Background: an optimization exercise with open tools, aiming at small area, a short achievable clock period and few clock cycles per item. Do not read the settings as production practice.
RTL that was checked went through simulation tests only; none was proved equivalent to the original.

==> flow/design.v (excerpt) <==
module axis_gain_wrapper #(
    parameter integer C_S_AXI_DATA_WIDTH = 32,
    parameter integer C_S_AXI_ADDR_WIDTH = 4,
    parameter integer AUDIO_WIDTH        = 16,
    parameter integer GAIN_FBITS         = 12
)(
    input  wire aclk,
    input  wire aresetn,
    input  wire [31:0] s_axis_tdata,
    input  wire        s_axis_tlast,
    input  wire        s_axis_tvalid,
    output wire        s_axis_tready,
    output wire [31:0] m_axis_tdata,
    output wire        m_axis_tlast,
    output wire        m_axis_tvalid,
    input  wire        m_axis_tready,
    input  wire [C_S_AXI_ADDR_WIDTH-1:0] s_axi_awaddr,
    input  wire                          s_axi_awvalid,
    output wire                          s_axi_awready,
    input  wire [C_S_AXI_DATA_WIDTH-1:0] s_axi_wdata,
    input  wire [3:0]                    s_axi_wstrb,
    input  wire                          s_axi_wvalid,
    output wire                          s_axi_wready,
    output wire [1:0]                    s_axi_bresp,
    output reg                           s_axi_bvalid,
    input  wire                          s_axi_bready,
    input  wire [C_S_AXI_ADDR_WIDTH-1:0] s_axi_araddr,
    input  wire                          s_axi_arvalid,
    output wire                          s_axi_arready,
    output reg  [C_S_AXI_DATA_WIDTH-1:0] s_axi_rdata,
    output wire [1:0]                    s_axi_rresp,
    output reg                           s_axi_rvalid,
    input  wire                          s_axi_rready
);
    reg [31:0] reg_control;
    reg [31:0] reg_gain_l;
    reg [31:0] reg_gain_r;
    reg        wack;       
    reg [2:0]  rsel;       
    assign s_axi_awready = wack;
    assign s_axi_wready  = wack;
    assign s_axi_bresp   = 2'b00;
    assign s_axi_rresp   = 2'b00;
    assign s_axi_arready = !s_axi_rvalid;
  ...
Size in the first run: ~2100 cells after synthesis, about 0.022 mm2 of cells after synthesis.
Settings: LEC_CHECK=0, ABC_AREA=1, CAP_MARGIN=20, CORE_MARGIN=2, CORE_UTILIZATION=40, CTS_BUF_LIST=sky130_fd_sc_hd__clkbuf_4 sky130_fd_sc_hd__clkbuf_8, SETUP_SLACK_MARGIN=4.45, SLEW_MARGIN=20; clock period 8.0 ns.
standard.sh (not shown) runs the stock make flow with config.mk's settings and CLKGATE_MAP_FILE= SYNTH_SCRIPT=/design/flow/synth_recipe.tcl, a recipe that flattens the netlist after the stock synthesis.
==> flow/flow/run.sh <==
#!/bin/bash
# Standard layout with two changes:
#  - the port buffers use the smallest buffer cell;
#  - m_axis_tready and s_axis_tready sit next to each other (flow/io.tcl);
#  - after the standard synthesis, flow/flip_fa.py removes inverters around
#    full adders (a full adder is self-dual, so some adders take the
#    complements of their inputs instead); registers are not touched.
# Each step's output goes to its own log file in this folder.
set -euo pipefail
export BUFFER_PORTS_ARGS="-buffer_cell sky130_fd_sc_hd__buf_1"
export IO_CONSTRAINTS="$PWD/flow/io.tcl"
RES=orfs/results/sky130hd/axis_gain_wrapper/base
bash standard.sh synth > synth_flow.log 2>&1
cp "$RES/1_2_yosys.v" synth_netlist_standard.v
python3 flow/flip_fa.py synth_netlist_standard.v "$RES/1_2_yosys.v" > flip_fa.log 2>&1
touch "$RES/1_2_yosys.v"
bash standard.sh > layout_flow.log 2>&1
Other scripts of this flow, unchanged in this note and not shown: flow/flow/flip_fa.py, flow/flow/io.tcl
Testbench counts at the start, summed over its fixed seeds: cycles 16,480, samples 16,384.
Rerun with:
CAP_MARGIN = 5   (was 20)
SETUP_SLACK_MARGIN = 4.35   (was 4.45)
SLEW_MARGIN = 5   (was 20)
What happened: The changed run completed without violations. Routed wire length hardly moves. Cell area fell slightly. Worst setup slack is about the same. Count of clock-buffer cells in the layout rose by 8. Critical path depth stays the same. Via count fell slightly. Core utilization fell by 0.51 points. Synthesized area does not change. Non-clock buffer count fell by 35. Register-to-register slack gets better by 20 ps. Clock skew rose by 6.2 ps.
Rerun with:
CAP_MARGIN = 20   (was 5)
CTS_BUF_LIST = sky130_fd_sc_hd__clkbuf_8   (was sky130_fd_sc_hd__clkbuf_4 sky130_fd_sc_hd__clkbuf_8)
CTS_CLUSTER_DIAMETER = 60   (was not set)
CTS_CLUSTER_SIZE = 14   (was not set)
SLEW_MARGIN = 20   (was 5)
=> The new run completed without violations; wire length fell by 0.91%; count of clock-buffer cells in the layout is lower by 38; maximum frequency went down by about 0.55%; setup slack got worse by 20 ps; final area came out lower by about 1.6%; cell count fell by 1.0%.

* * *

== P ==
axis_gain_wrapper, a different RTL version from the one above (not shown whole).
For scale: ~3000 cells after synthesis, roughly 200 flip-flops, roughly 160 I/O pins, ~24000 sq um of cells after synthesis.
==> flow/config.mk <==
export PLATFORM = sky130hd
export DESIGN_NAME = axis_gain_wrapper
export DESIGN_NICKNAME = axis_gain_wrapper
export VERILOG_FILES = /design/flow/design.v
export SDC_FILE = /design/flow/constraint.sdc
export NUM_CORES = 4
export LEC_CHECK = 0
export ABC_CLOCK_PERIOD_IN_PS = 4000
export CAP_MARGIN = 20
export CORE_MARGIN = 2
export CORE_UTILIZATION = 40
export SETUP_SLACK_MARGIN = 4
export SLEW_MARGIN = 20
==> flow/constraint.sdc <==
create_clock -name core_clock -period 8.0 [get_ports {aclk}]
set_input_delay 1.6000 -clock core_clock [delete_from_list [all_inputs] [get_ports {aclk}]]
set_output_delay 1.6000 -clock core_clock [all_outputs]
set_load 0.01 [all_outputs]
run.sh (not shown) runs the stock make flow with config.mk's settings and CLKGATE_MAP_FILE= SYNTH_SCRIPT=/design/flow/synth_recipe.tcl, a recipe that flattens the netlist after the stock synthesis.
Stock flow here: none of the scripts above is used.
Relative to P, the following input files were edited for Q:
--- a/flow/config.mk
+++ b/flow/config.mk
@@ -7,3 +7,3 @@
 export LEC_CHECK = 0
-export ABC_CLOCK_PERIOD_IN_PS = 4000
+export ABC_AREA = 1
 export CAP_MARGIN = 20
[summary]
- Diff P -> Q | fraction of met3 tracks used by global routing | decrease of 0.31 points
- Compared with P, Q shows a lower clock skew after layout.
- In the metrics for Q and P, the one carrying the lower number of instances resized during post-cts repair is P.
- | critical path depth | Q vs P | about 14% higher |
- Compared with P, in Q cell count saw a decrease; post-place setup slack saw an increase; post-synthesis cell count saw a decrease.
Edits applied to the flow inputs when going from Q to R:
--- a/flow/config.mk
+++ b/flow/config.mk
@@ -11,3 +11,2 @@
 export CORE_UTILIZATION = 40
-export SETUP_SLACK_MARGIN = 4
 export SLEW_MARGIN = 20
[summary]
- Clock-cell share of area for R: 0.30 points up relative to Q
- Hold violation total from the final report: R vs Q identical
- Any difference in hold slack between R and Q is small enough to ignore.
- | detail-routed via count per cell | R vs Q | 0.15 lower |
- Of the two values seen for cell type of the slowest stage on the worst timing path, fa_1 was produced by Q and edfxtp_1 by R.
- Worst setup slack was lower in the run labelled R.
- The sum of met2 wire segment lengths after detailed routing in R is 0.851 times that in Q.
- Side by side, net total in the final layout turned out lower in R than in Q.
The inputs of S differ from those of R as listed below.
--- a/flow/config.mk
+++ b/flow/config.mk
@@ -7,3 +7,2 @@
 export LEC_CHECK = 0
-export ABC_AREA = 1
 export CAP_MARGIN = 20
Notes after the runs:
- Compared with R, in S final standard cell count with taps included and fillers excluded rose by 448; final area +3100 sq um; utilization decreased 0.79 points; logic depth of the worst setup path including buffers went down by 17%.
- Going from R to S, routing usage on met2 has increased; core box area saw an increase.
- met1 routing resource usage after global routing ends up lower on S.
- The area overhead of the layout relative to synthesis of S falls short of that of R by 1.7 points.
- Re sequential cell count: no difference whatsoever between R and S.
Function was not checked in any run of this note: the RTL went through the layout flow alone.

* * *

axis_gain_wrapper, a different RTL version from the one above (not shown whole).
Size in the first run: ~2300 cells after synthesis, about 250 flip-flops.
Settings: LEC_CHECK=0, ABC_AREA=1, CAP_MARGIN=20, CORE_MARGIN=2, CORE_UTILIZATION=40, SLEW_MARGIN=20; clock period 8.0 ns.
The starting point finished with timing, DRC and antenna clean.
Edit:
--- a/flow/config.mk
+++ b/flow/config.mk
@@ -11,2 +11,3 @@
 export CORE_UTILIZATION = 40
+export SETUP_SLACK_MARGIN = 4.5
 export SLEW_MARGIN = 20
- die area stays the same
- cell area increases by 17%
- maximum frequency increases by about 14%
- global-route usage increases by 2.5 points
- via count increases by 11%
- sequential share of layout area decreases by 4.3 points
- setup slack is better by 0.64 ns
- synthesized area is unchanged
No functional check of the RTL was part of any run of this note.

* * *

== the baseline ==
axis_gain_wrapper with an RTL version that a note above also has.
Size in the first run: about 2,000 cells after synthesis, ~160 I/O pins, about 22,000 um2 of cells after synthesis.
Settings: LEC_CHECK=0, ABC_AREA=1, CAP_MARGIN=20, CORE_MARGIN=2, CORE_UTILIZATION=40, CTS_BUF_LIST=sky130_fd_sc_hd__clkbuf_4 sky130_fd_sc_hd__clkbuf_8, SETUP_SLACK_MARGIN=4.35, SLEW_MARGIN=20; clock period 8.0 ns.
standard.sh (not shown) runs the stock make flow with config.mk's settings and CLKGATE_MAP_FILE= SYNTH_SCRIPT=/design/flow/synth_recipe.tcl, a recipe that flattens the netlist after the stock synthesis.
==> flow/flow/run.sh <==
#!/bin/bash
# Standard layout with these changes:
#  - the port buffers use the smallest buffer cell;
#  - m_axis_tready and s_axis_tready sit next to each other (flow/io.tcl);
#  - after the standard synthesis, flow/flip_fa.py removes inverters around
#    full adders and xor gates (a full adder is self-dual, so some adders
#    take the complements of their inputs instead; an xor2 absorbs an
#    inverted input or output by becoming an xnor2); registers are not
#    touched. The gate that drives s_axis_tready (and s_axi_arready) is
#    copied for the loads inside, so the port does not share their fanout.
# Each step's output goes to its own log file in this folder.
set -euo pipefail
export BUFFER_PORTS_ARGS="-buffer_cell sky130_fd_sc_hd__buf_1"
export IO_CONSTRAINTS="$PWD/flow/io.tcl"
RES=orfs/results/sky130hd/axis_gain_wrapper/base
bash standard.sh synth > synth_flow.log 2>&1
cp "$RES/1_2_yosys.v" synth_netlist_standard.v
python3 flow/flip_fa.py synth_netlist_standard.v "$RES/1_2_yosys.v" > flip_fa.log 2>&1
touch "$RES/1_2_yosys.v"
bash standard.sh > layout_flow.log 2>&1
Other scripts of this flow, unchanged in this note and not shown: flow/flow/flip_fa.py, flow/flow/io.tcl
The baseline went all the way through synthesis, placement and routing and the layout is clean on timing, DRC and antenna.
Testbench counts of the baseline, summed over its fixed seeds: cycles 16,480, samples 16,384.
Here is what was changed in the inputs of the candidate compared with the baseline.
-- flow/flow/run.sh --
<<< the baseline, line 1
#!/bin/bash
# Standard layout with these changes:
#  - the port buffers use the smallest buffer cell;
#  - m_axis_tready and s_axis_tready sit next to each other (flow/io.tcl);
>>> the candidate, line 1
#!/bin/bash
# Standard layout with two changes:
#  - the port buffers use the smallest buffer cell;
#  - m_axis_tready and s_axis_tready sit next to each other (flow/io.tcl);
## What came out
Die height of the baseline is on par with the candidate.
In terms of final weighted congestion of routability-driven global placement, the candidate and the baseline differ only marginally.
Taking the baseline as the reference, in the candidate setup slack ~0 delta; cell area after technology mapping shows no meaningful change; tightest hold margin neither gained nor lost much.
As far as layout clock buffer count goes, the baseline and the candidate are indistinguishable; the numbers are identical.

==> separate check: timing with driven ports <==
The results above use ideal ports. As a check the final layouts listed here were re-extracted and re-timed, cells and wires unchanged.
Step 1 (the two cells are an assumption about what drives the block):
set clk [get_ports {aclk}]
set_driving_cell -lib_cell sky130_fd_sc_hd__clkbuf_16 $clk
set_driving_cell -lib_cell sky130_fd_sc_hd__buf_2 [delete_from_list [all_inputs] $clk]
Step 2, shift: input delay + t, output delay - t, t = (earliest + latest rising clock arrival at the registers) / 2. This alone moves slack from input paths to output paths.
a / b / c = ideal ports / drivers / drivers and shift; a / b = the first two.
run | shift t [ns] | setup WS [ns] | worst setup path at the end
the first run of note 1 | 0.680 | 4.365 / 4.321 / 4.321 | input to output
the second run of note 1 | 0.698 | 4.364 / 4.315 / 4.315 | input to output
the third run of note 1 | 0.659 | 4.343 / 4.313 / 4.313 | input to output
P | 0.628 | 1.784 / 1.784 / 1.784 | register to register
Q | 0.612 | 2.454 / 2.454 / 2.454 | register to register
R | 0.601 | 1.408 / 1.408 / 1.408 | register to register
S | 0.635 | 0.727 / 0.727 / 0.727 | register to register
the first run of note 3 | 0.617 | 2.678 / 2.643 / 2.678 | register to register
the second run of note 3 | 0.629 | 3.319 / 3.261 / 3.757 | register to register
the baseline | 0.676 | 4.343 / 4.343 / 4.343 | register to register
the candidate | 0.676 | 4.343 / 4.343 / 4.343 | register to register
After both steps setup and hold are still met in every run listed. For the second run of note 1, which loses most, drivers alone change the setup slack by -0.049 ns; drivers and shift together by -0.049 ns.
